This design comes from an exercise in tuning for a short achievable clock period and few clock cycles on the open sky130 flow, not from production work. The RTL was checked by simulation tests, not by an equivalence proof against the original design. Power and IR drop assume default switching activity.

--- flow/config.mk ---
export PLATFORM = sky130hd
export DESIGN_NAME = riscvsingle
export DESIGN_NICKNAME = riscvsingle
export VERILOG_FILES = /design/flow/design.v
export SDC_FILE = /design/flow/constraint.sdc
export NUM_CORES = 4
export LEC_CHECK = 0
export CAP_MARGIN = 20
export CORE_MARGIN = 2
export CORE_UTILIZATION = 40
export SLEW_MARGIN = 20
--- flow/constraint.sdc ---
create_clock -name core_clock -period 26.0 [get_ports {clk}]
set_input_delay 5.2000 -clock core_clock [delete_from_list [all_inputs] [get_ports {clk}]]
set_output_delay 5.2000 -clock core_clock [all_outputs]
set_load 0.01 [all_outputs]
--- flow/design.v ---
module controller(
    input [6:0] op,
    input [2:0] funct3,
    input funct7b5,
    input Zero,
    output [1:0] ResultSrc,
    output MemWrite,
    output PCSrc,
    output ALUSrc,
    output RegWrite,
    output Jump,
    output [2:0] ImmSrc,
    output [2:0] ALUControl
);
    wire [1:0] ALUOp;
    wire Branch;
    maindec md(
        .op(op),
        .ResultSrc(ResultSrc),
        .MemWrite(MemWrite),
        .Branch(Branch),
        .ALUSrc(ALUSrc),
        .RegWrite(RegWrite),
        .Jump(Jump),
        .ImmSrc(ImmSrc),
        .ALUOp(ALUOp)
    );
    aludec ad(
        .opb5(op[5]),
        .funct3(funct3),
        .funct7b5(funct7b5),
        .ALUOp(ALUOp),
        .ALUControl(ALUControl)
    );
    assign PCSrc = (Branch & Zero) | Jump;
endmodule
module aludec(
    input opb5,
    input [2:0] funct3,
    input funct7b5,
    input [1:0] ALUOp,
    output reg [2:0] ALUControl
);
    wire RtypeSub;
    assign RtypeSub = funct7b5 & opb5;  
    always @(*) begin
        case(ALUOp)
            2'b00: ALUControl = 3'b000;  
            2'b01: ALUControl = 3'b001;  
            default: begin
                case(funct3)  
                    3'b000: begin
                        if (RtypeSub)
                            ALUControl = 3'b001;  
                        else
                            ALUControl = 3'b000;  
                    end
                    3'b001: ALUControl = 3'b110;  
                    3'b010: ALUControl = 3'b101;  
                    3'b110: ALUControl = 3'b011;  
                    3'b111: ALUControl = 3'b010;  
                    default: ALUControl = 3'b000;  
                endcase
            end
        endcase
    end
endmodule
module maindec(
    input [6:0] op,
    output reg [1:0] ResultSrc,
    output reg MemWrite,
    output reg Branch,
    output reg ALUSrc,
    output reg RegWrite,
    output reg Jump,
    output reg [2:0] ImmSrc,
    output reg [1:0] ALUOp
);
    always @(*) begin
        ResultSrc = 2'b00;
        MemWrite = 1'b0;
        Branch = 1'b0;
        ALUSrc = 1'b0;
        RegWrite = 1'b0;
        Jump = 1'b0;
        ImmSrc = 3'b000;
        ALUOp = 2'b00;
        case(op)
            7'b0000011: begin  
                RegWrite = 1'b1;
                ImmSrc = 3'b000;
                ALUSrc = 1'b1;
                MemWrite = 1'b0;
                ResultSrc = 2'b01;
                Branch = 1'b0;
                ALUOp = 2'b00;
                Jump = 1'b0;
            end
            7'b0100011: begin  
                RegWrite = 1'b0;
                ImmSrc = 3'b001;
                ALUSrc = 1'b1;
                MemWrite = 1'b1;
                ResultSrc = 2'b00;
                Branch = 1'b0;
                ALUOp = 2'b00;
                Jump = 1'b0;
            end
            7'b0110011: begin  
                RegWrite = 1'b1;
                ImmSrc = 3'b000;
                ALUSrc = 1'b0;
                MemWrite = 1'b0;
                ResultSrc = 2'b00;
                Branch = 1'b0;
                ALUOp = 2'b10;
                Jump = 1'b0;
            end
            7'b1100011: begin  
                RegWrite = 1'b0;
                ImmSrc = 3'b010;
                ALUSrc = 1'b0;
                MemWrite = 1'b0;
                ResultSrc = 2'b00;
                Branch = 1'b1;
                ALUOp = 2'b01;
                Jump = 1'b0;
            end
            7'b0010011: begin  
                RegWrite = 1'b1;
                ImmSrc = 3'b000;
                ALUSrc = 1'b1;
                MemWrite = 1'b0;
                ResultSrc = 2'b00;
                Branch = 1'b0;
                ALUOp = 2'b10;
                Jump = 1'b0;
            end
            7'b1101111: begin  
                RegWrite = 1'b1;
                ImmSrc = 3'b011;
                ALUSrc = 1'b0;
                MemWrite = 1'b0;
                ResultSrc = 2'b10;
                Branch = 1'b0;
                ALUOp = 2'b00;
                Jump = 1'b1;
            end
            7'b0110111: begin  
                RegWrite = 1'b1;
                ImmSrc = 3'b100;   
                ALUSrc = 1'b0;     
                MemWrite = 1'b0;
                ResultSrc = 2'b11;  
                Branch = 1'b0;
                ALUOp = 2'b00;    
                Jump = 1'b0;
            end
            default: begin
            end
        endcase
    end
endmodule
module datapath(
    input clk, reset,
    input [1:0] ResultSrc,
    input PCSrc, ALUSrc,
    input RegWrite,
    input [2:0] ImmSrc,
    input [2:0] ALUControl,
    output Zero,
    output [31:0] PC,
    input [31:0] Instr,
    output [31:0] ALUResult, WriteData,
    input [31:0] ReadData
);
    wire [31:0] PCNext, PCPlus4, PCTarget;
    wire [31:0] ImmExt;
    wire [31:0] SrcA, SrcB;
    wire [31:0] Result;
    wire Cout;
    flopr #(32) pcreg(
        .clk(clk),
        .reset(reset),
        .d(PCNext),
        .q(PC)
    );
    adder pcadd4(
        .a(PC),
        .b(32'd4),
        .y(PCPlus4)
    );
    adder pcaddbranch(
        .a(PC),
        .b(ImmExt),
        .y(PCTarget)
    );
    mux2 #(32) pcmux(
        .d0(PCPlus4),
        .d1(PCTarget),
        .s(PCSrc),
        .y(PCNext)
    );
    regfile rf(
        .clk(clk),
        .we3(RegWrite),
        .a1(Instr[19:15]),
        .a2(Instr[24:20]),
        .a3(Instr[11:7]),
        .wd3(Result),
        .rd1(SrcA),
        .rd2(WriteData)
    );
    extend ext(
        .instr(Instr[31:7]),
        .immsrc(ImmSrc),
        .immext(ImmExt)
    );
    mux2 #(32) srcbmux(
        .d0(WriteData),
        .d1(ImmExt),
        .s(ALUSrc),
        .y(SrcB)
    );
    alu alu(
        .a(SrcA),
        .b(SrcB),
        .select(ALUControl),
        .out(ALUResult),
        .zero(Zero),
        .Cout(Cout) 
    );
    mux3 #(32) resultmux(
        .d0(ALUResult),
        .d1(ReadData),
        .d2(PCPlus4),
        .d3(ImmExt),
        .s(ResultSrc),
        .y(Result)
    );
endmodule
module regfile(
    input clk,
    input we3,
    input [4:0] a1, a2, a3,
    input [31:0] wd3,
    output [31:0] rd1, rd2
);
    reg [31:0] registers[31:0];
    assign rd1 = (a1 == 5'b0) ? 32'b0 : registers[a1];  
    assign rd2 = (a2 == 5'b0) ? 32'b0 : registers[a2];  
    always @(posedge clk) begin
        if (we3 && (a3 != 5'b0)) begin
            registers[a3] <= wd3;
        end
    end
endmodule
module alu #(parameter N = 32)(
    output [N-1:0] out,
    output Cout,
    output zero,  
    input [N-1:0] a, b,
    input [2:0] select
);
    wire slt_xnor_to_and, slt_xor_to_and, slt_not_to_and, slt_and_to_xor, slt_xor_to_zero;
    wire [N-1:0] slt_zero_extender, add_not_to_mux, add_mux_to_sum, add_sum;
    wire [N-1:0] or_or, and_and, sll_sll ;      
    wire Cout_internal;
    assign add_not_to_mux = ~b;
    mux_2x1 mux2(.out(add_mux_to_sum), .a(b), .b(add_not_to_mux), .select(select[0]));
    adder_32 ad(.out(add_sum), .Cout(Cout_internal), .a(a), .b(add_mux_to_sum), .Cin(select[0]));
    assign slt_xnor_to_and = ~(a[N-1]^b[N-1]^select[0]);
    assign slt_xor_to_and = a[N-1]^add_sum[N-1];
    assign slt_not_to_and = ~select[1];
    assign slt_and_to_xor = slt_xnor_to_and & slt_xor_to_and & slt_not_to_and;
    assign slt_xor_to_zero = slt_and_to_xor ^ add_sum[N-1];
    zero_extender ze(.in(slt_xor_to_zero), .out(slt_zero_extender));
    assign or_or = a | b;
    assign and_and = a & b;
    assign sll_sll = a << b[4:0];  
    wire [N-1:0] in4 = {N{1'b0}};  
    wire [N-1:0] in7 = {N{1'b0}};
    mux_8x1 mux8(
        .out(out), 
        .in0(add_sum), 
        .in1(add_sum), 
        .in2(and_and), 
        .in3(or_or), 
        .in4(in4),      
        .in5(slt_zero_extender), 
        .in6(sll_sll),      
        .in7(in7),      
        .select(select)
    );
    assign Cout = Cout_internal;
    assign zero = (out == {N{1'b0}});
endmodule
module full_adder (
    input A,
    input B,
    input Cin,
    output Sum,
    output Cout
);
    assign Sum = A ^ B ^ Cin;
    assign Cout = (A & B) | (B & Cin) | (A & Cin);
endmodule
module adder_32 #(parameter N=32) (
    output [N-1:0] out,
    output Cout,
    input [N-1:0] a, b,
    input Cin
);
    wire [N:0] carry; 
    assign carry[0] = Cin;
    genvar i;
    generate
        for (i = 0; i < N; i = i + 1) begin : full_adder_block
            full_adder fa (
                .A(a[i]),
                .B(b[i]),
                .Cin(carry[i]),
                .Sum(out[i]),
                .Cout(carry[i+1])
            );
        end
    endgenerate
    assign Cout = carry[N];
endmodule
module mux_2x1 #(parameter N = 32) (
    output [N-1:0] out,
    input [N-1:0] a, b,
    input select
);
    assign out = select ? b : a;  
endmodule
module mux_8x1 #(parameter N = 32) (
    output reg [N-1:0] out,
    input [N-1:0] in0, in1, in2, in3, in4, in5, in6, in7,
    input [2:0] select
);
    always @(*) begin
        case (select)
            3'b000: out = in0;
            3'b001: out = in1;
            3'b010: out = in2;
            3'b011: out = in3;
            3'b100: out = in4;
            3'b101: out = in5;
            3'b110: out = in6;
            3'b111: out = in7;
            default: out = {N{1'b0}};  
        endcase
    end
endmodule
module zero_extender #(parameter in_width= 1, out_width=32) (
    input [in_width-1:0] in,
    output [out_width-1:0] out
);
    assign out = { {out_width-in_width{1'b0}}, in };
endmodule
module adder(
    input [31:0] a, b, 
    output [31:0] y
);
    assign y = a + b;
endmodule
module extend(
    input [31:7] instr,
    input [2:0] immsrc,
    output reg [31:0] immext
);
    always @(*) begin
        case(immsrc)
            3'b000: immext = {{20{instr[31]}}, instr[31:20]};
            3'b001: immext = {{20{instr[31]}}, instr[31:25], instr[11:7]};
            3'b010: immext = {{20{instr[31]}}, instr[7], instr[30:25], instr[11:8], 1'b0};
            3'b011: immext = {{12{instr[31]}}, instr[19:12], instr[20], instr[30:21], 1'b0};
            3'b100: immext = {instr[31:12], 12'b0};
            default: immext = 32'b0;  
        endcase
    end
endmodule
module flopr #(parameter WIDTH = 8)(
    input clk, reset,
    input [WIDTH-1:0] d,
    output reg [WIDTH-1:0] q
);
    always @(posedge clk or posedge reset) begin
        if (reset)
            q <= 0;
        else
            q <= d;
    end
endmodule
module mux2 #(parameter WIDTH = 8)(
    input [WIDTH-1:0] d0, d1,
    input s,
    output [WIDTH-1:0] y
);
    assign y = s ? d1 : d0;
endmodule
module mux3 #(parameter WIDTH = 8)(
    input [WIDTH-1:0] d0, d1, d2, d3,
    input [1:0] s,
    output [WIDTH-1:0] y
);
    assign y = (s == 2'b00) ? d0 :
               (s == 2'b01) ? d1 :
               (s == 2'b10) ? d2 : d3;   
endmodule
module riscvsingle(
    input clk, reset,
    output [31:0] PC,
    input [31:0] Instr,
    output MemWrite,
    output [31:0] ALUResult, WriteData,
    input [31:0] ReadData
);
    wire ALUSrc, RegWrite, Jump, Zero, PCSrc;
    wire [1:0] ResultSrc;
    wire [2:0] ALUControl, ImmSrc;
    controller c(
        .op(Instr[6:0]),
        .funct3(Instr[14:12]),
        .funct7b5(Instr[30]),
        .Zero(Zero),
        .ResultSrc(ResultSrc),
        .MemWrite(MemWrite),
        .PCSrc(PCSrc),
        .ALUSrc(ALUSrc),
        .RegWrite(RegWrite),
        .Jump(Jump),
        .ImmSrc(ImmSrc),
        .ALUControl(ALUControl)
    );
    datapath dp(
        .clk(clk),
        .reset(reset),
        .ResultSrc(ResultSrc),
        .PCSrc(PCSrc),
        .ALUSrc(ALUSrc),
        .RegWrite(RegWrite),
        .ImmSrc(ImmSrc),
        .ALUControl(ALUControl),
        .Zero(Zero),
        .PC(PC),
        .Instr(Instr),
        .ALUResult(ALUResult),
        .WriteData(WriteData),
        .ReadData(ReadData)
    );
endmodule
--- flow/run.sh ---
#!/bin/bash
# synth_recipe.tcl (not shown) runs the flow's synth.tcl, then flattens the netlist and writes it again
# the make line also repeats each setting of config.mk as NAME=value (left out here)
make -C /OpenROAD-flow-scripts/flow DESIGN_CONFIG=/design/flow/config.mk WORK_HOME=/design/flow/orfs CLKGATE_MAP_FILE= SYNTH_SCRIPT=/design/flow/synth_recipe.tcl finish
==> flow_results.org <==
** STA
- The final count of pins violating max slew is 0.
- Unrepaired setup endpoints after global routing :: no
- Between clock sinks in the finished design, the worst skew comes to 0.0370 ns.
- The count of final hold-check violations is 0.
- For the pin with the worst max-slew slack, the measured transition is 1.18 ns.
- Number of setup violations in the final report :: 0
- Share of the clock period used by the worst path :: 97.8%
- Upper clock frequency limit :: 39.3 MHz
- Slew margin rel. :: 21.0%
- Counting I/O delays and the setup requirement, the final critical path takes 25.44 ns.

** Die
- Once the floorplan was initialized, standard cells occupied 40.1% of the core.
- In this run the horizontal extent of the chip is 380 µm.
- Pin placement for this block handled 163 I/O pins.
- The region available for standard cell placement spans 0.141 mm².
- After floorplanning, the core was divided into 138 placement rows.
- The die is 380 µm tall.
- Total Die Area :: 0.145 mm²

** Yosys
- Ranked by total cell area, the synthesized netlist is headed by edfxtp_1 54%, mux4_2 16%, mux2i_1 4.4%, mux2_2 2.2%, nand2_1 1.6%.
- Number of warnings issued by yosys :: 6
- Number of synthesized flops with an enable pin :: 1024
- The number of different library cells used by synthesis comes to 104.
- Share of flip-flops with an asynchronous set or reset :: 3.03%
- Most used flip-flop cell after synthesis :: edfxtp_1
- Number of register bits inferred by synthesis :: 1056
- Post-synthesis instance area :: 0.0566 mm²
- Synthesized instance count :: 3690
- Biggest area consumer among synthesized cells :: edfxtp_1
- Sequential cells were found to cover 55.7% of the synthesized design area.
- After synthesis, the mean cell area works out to 15.3 µm².
- Share of Yosys cell area claimed by the top area cell type :: 54.3%

** Layout
- The post-route netlist has 27.5% of its cells at a drive strength greater than 1.
- Sequential cell area :: 0.0316 mm²
- Fillers :: 12182
- In the final layout, the multi-input gates occupy 0.0239 mm².
- Post-layout utilization of the core :: 46.5%
- P&R area growth vs syn :: 15.9%
- In the final design database the tool counted 4149 nets.

** Global route
- First-pass GRT wire length :: 302 mm
- Across every metal layer, demand over resource in global routing totals 29.4%.
- The via count of the first global-routing pass is 39044.
- Global routing finished with a remaining overflow of 0.
- Entering global routing, the biggest net connects 81 pins.
- The number of antenna violations at the first check in global routing is 6.

** Placement
- Total half-perimeter wirelength after legalization and detailed placement :: 137 mm
- Port Buffers :: 162
- At the end of routability-driven placement, the weighted congestion stood at 0.997.

** Critical path
- Worst flop-to-flop path startpoint :: dp.rf.registers[4][1]
- At the worst endpoint, the required time is 20.80 ns.
- Start point of the critical path :: Instr[22]
- Endpoint kind of the worst setup timing path :: output port
- STA classifies the critical path startpoint as a primary input.
- The most numerous cell type found on the critical path is fa_2.
- Delay of the slowest critical-path stage :: 0.56 ns
- Type of the worst setup path :: primary input to output port
- Critical path data arrival time :: 20.24 ns
- Buf+Inv Stages, Crit Path :: 7
- Worst path slowest cell :: mux4_2
- Max FO, Critical Path :: 22
- Worst path top cell family by delay :: adder cells

** Power
- In this run the static leakage power is 22.2 nW.
- Power density over the cells :: 78.5 mW/mm²
- IR analysis of the VDD net gives a maximum drop of 0.0657 mV.
- Overall power consumption after layout is estimated at 0.00515 W.

** Route
- TritonRoute pass-1 iters :: 6
- After detailed routing, the average wire length per cell comes to 35.9 µm.
- The first routing iteration left 5620 violations.
- Once detail routing completed, the nets flagged for antenna violations numbered 0.
- In the routed design, unresolved DRC markers number 0.
- For this block, the via count after detailed routing is 39780.
- Total length of routed wires :: 216 mm
- Vias per inst :: 6.63

** Clocking
- Clock tree buffer depth :: 3
- Clock tree synthesis inserted a total of 112 buffers.
- Clock root cell :: clkbuf_16
- Clock tree synthesis found a total of 1056 sinks.
- Post-CTS Hold Buffers :: 0
- Clock Pin Slew Worst Setup and Hold Paths :: 0.06 ns
- The clock reaches the later pin of the worst-skew pair after 0.75 ns.
- The H-tree was split into 3 levels.
- TritonCTS built the clock tree.

** Min path
- In this run the most critical hold path is launched from dp.pcreg.q[2].
- Kind of path behind the tightest hold check :: register to register

** Status
- Outcome :: timing/DRC/antenna clean

** Flow run
- Max-cap viol count :: 0
[cell type report]
| type | instances | area share [%] |
|---|---|---|
| Clock buffer | 134 | 4.40 |
| Clock inverter | 68 | 1.09 |
| Timing Repair Buffer | 457 | 6.05 |
| Sequential cell | 1056 | 48.1 |
| Inverter | 44 | 0.252 |
| Tap cell | 1890 | 3.60 |
| Antenna cell | 3 | 0.0114 |
| Multi-Input combinational cell | 2347 | 36.5 |
[metrics by stage]
step	setup slack (ns)	cell area (µm²)	hold slack [ns]	setup TNS, ns	cells
floorplan	0.256	56700	0.597	0	3721
global placement	-0.326	61800	0.613	-0.326	5786
detailed placement	-0.514	61800	0.613	-0.514	5789
CTS	0.0356	65500	0.626	0	5995
global route	0.0500	65600	0.667	0	5996
finish	0.559	65600	0.617	0	5999
[timing repair]
| item | in CTS | in global routing |
|---|---|---|
| gates cloned | 1 | 0 |
| setup buffers | 3 | 0 |
| endpoints found under the setup margin | 1 | 1 |
| pin swaps | 11 | 5 |
| gates resized for setup | 22 | 14 |
[registers in the layout, indices dropped and copies added, names as in the netlist]
signal / cells
dp.rf.registers: 1024
dp.pcreg.q: 32
[tightest hold or removal path, cell delays in order (launching register included)]
cell	delay (ns)
dfrtp_1	0.32
buf_4	0.17
mux2i_1	0.09
[logic make-up (layout without fill, tap and decap cells)]
group | Yosys count | count (layout) | synth area share [%]
flip-flops | 1056 | 1056 | 55.7
multiplexers | 781 | 781 | 23.2
AND/OR/NAND/NOR | 713 | 713 | 6.00
AO/OA/AOI/OAI | 646 | 646 | 8.31
buffers and inverters | 318 | 703 | 3.13
XOR/XNOR | 90 | 90 | 1.39
adder cells (fa/ha/maj) | 85 | 85 | 2.20
other | 1 | 35 | 0.00662
[per-layer routing]
metal	GRT usage (%)	wire (µm)	vias to the layer above
li1	-	-	15765
met2	45.4	97600	2587
met1	40.0	83600	20885
met4	13.2	11100	12
met3	6.33	23300	531
met5	0	74	-
[report_power, final]
part           internal [W]  total, W  switching (W)
Clock              0.000910   0.00161       0.000697
Combinational      0.000479   0.00134       0.000856
Sequential          0.00216   0.00221      0.0000486
[cell usage in the layout (no fill, tap or decap), types with 22 or more instances in the layout]
master and n:
nor2_1 151, conb_1 32, o22ai_1 42, o221ai_1 44, a21oi_1 103, mux4_2 412, o21ai_0 66, mux2i_1 249
nand3_1 71, edfxtp_1 1024, dfrtp_1 32, xnor2_1 59, xor2_1 26, a21o_1 33, nor2b_1 24, and2_1 29
o211ai_1 23, mux2_2 109, nor2_4 24, inv_1 39, a22oi_1 56, ha_1 34, clkdlybuf4s50_1 151, buf_4 283
nand4_1 36, clkbuf_16 112, clkbuf_1 22, nor3_1 30, a221oi_1 48, clkinv_1 29, nand2_1 237
[cells in the mapped netlist, drive strengths merged, types with 44 or more instances]
cell	instances
a21oi	111
a221oi	49
a22oi	58
buf	167
clkbuf	107
edfxtp	1024
inv	44
mux2	115
mux2i	254
mux4	412
nand2	237
nand3	71
nor2	180
o21ai	82
o221ai	45
xnor2	64
[path summary, 6_finish.rpt]
path	cells after the start	slack, ns	end
worst max-delay path	48	0.56	ALUResult[0]
worst min-delay path	2	0.62	dp.pcreg.q[2]
worst max register to register	51	9.80	dp.pcreg.q[0]
worst min register to register	2	0.62	dp.pcreg.q[2]
max in group asynchronous	3	20.74	dp.pcreg.q[24]
min in group asynchronous	3	4.88	dp.pcreg.q[4]
Testbench counts, summed over its fixed seeds: cycles 60,147.

[what the ideal ports hide]
The results above use ideal ports. As a check the final layout listed here was re-extracted and re-timed, cells and wires unchanged.
Step 1 sets driving cells, clkbuf_16 on the clock port and buf_2 on the other inputs (assumed; they add their load-dependent delay and slew).
Step 2, shift: input delay + t, output delay - t, t = (earliest + latest rising clock arrival at the registers) / 2. This alone moves slack from input paths to output paths.
Three values: ideal ports, drivers, drivers and shift; two values: the first two.
shift t [ns]: 0.819
setup WS [ns]: 0.559 / 0.463 / 0.463
worst setup path at the end: input to output
slew at the worst register clock pin (ns): 0.08 / 0.08
After both steps setup and hold are still met in this run. The setup slack of this run moves by -0.096 ns with the drivers and by -0.096 ns with both steps.
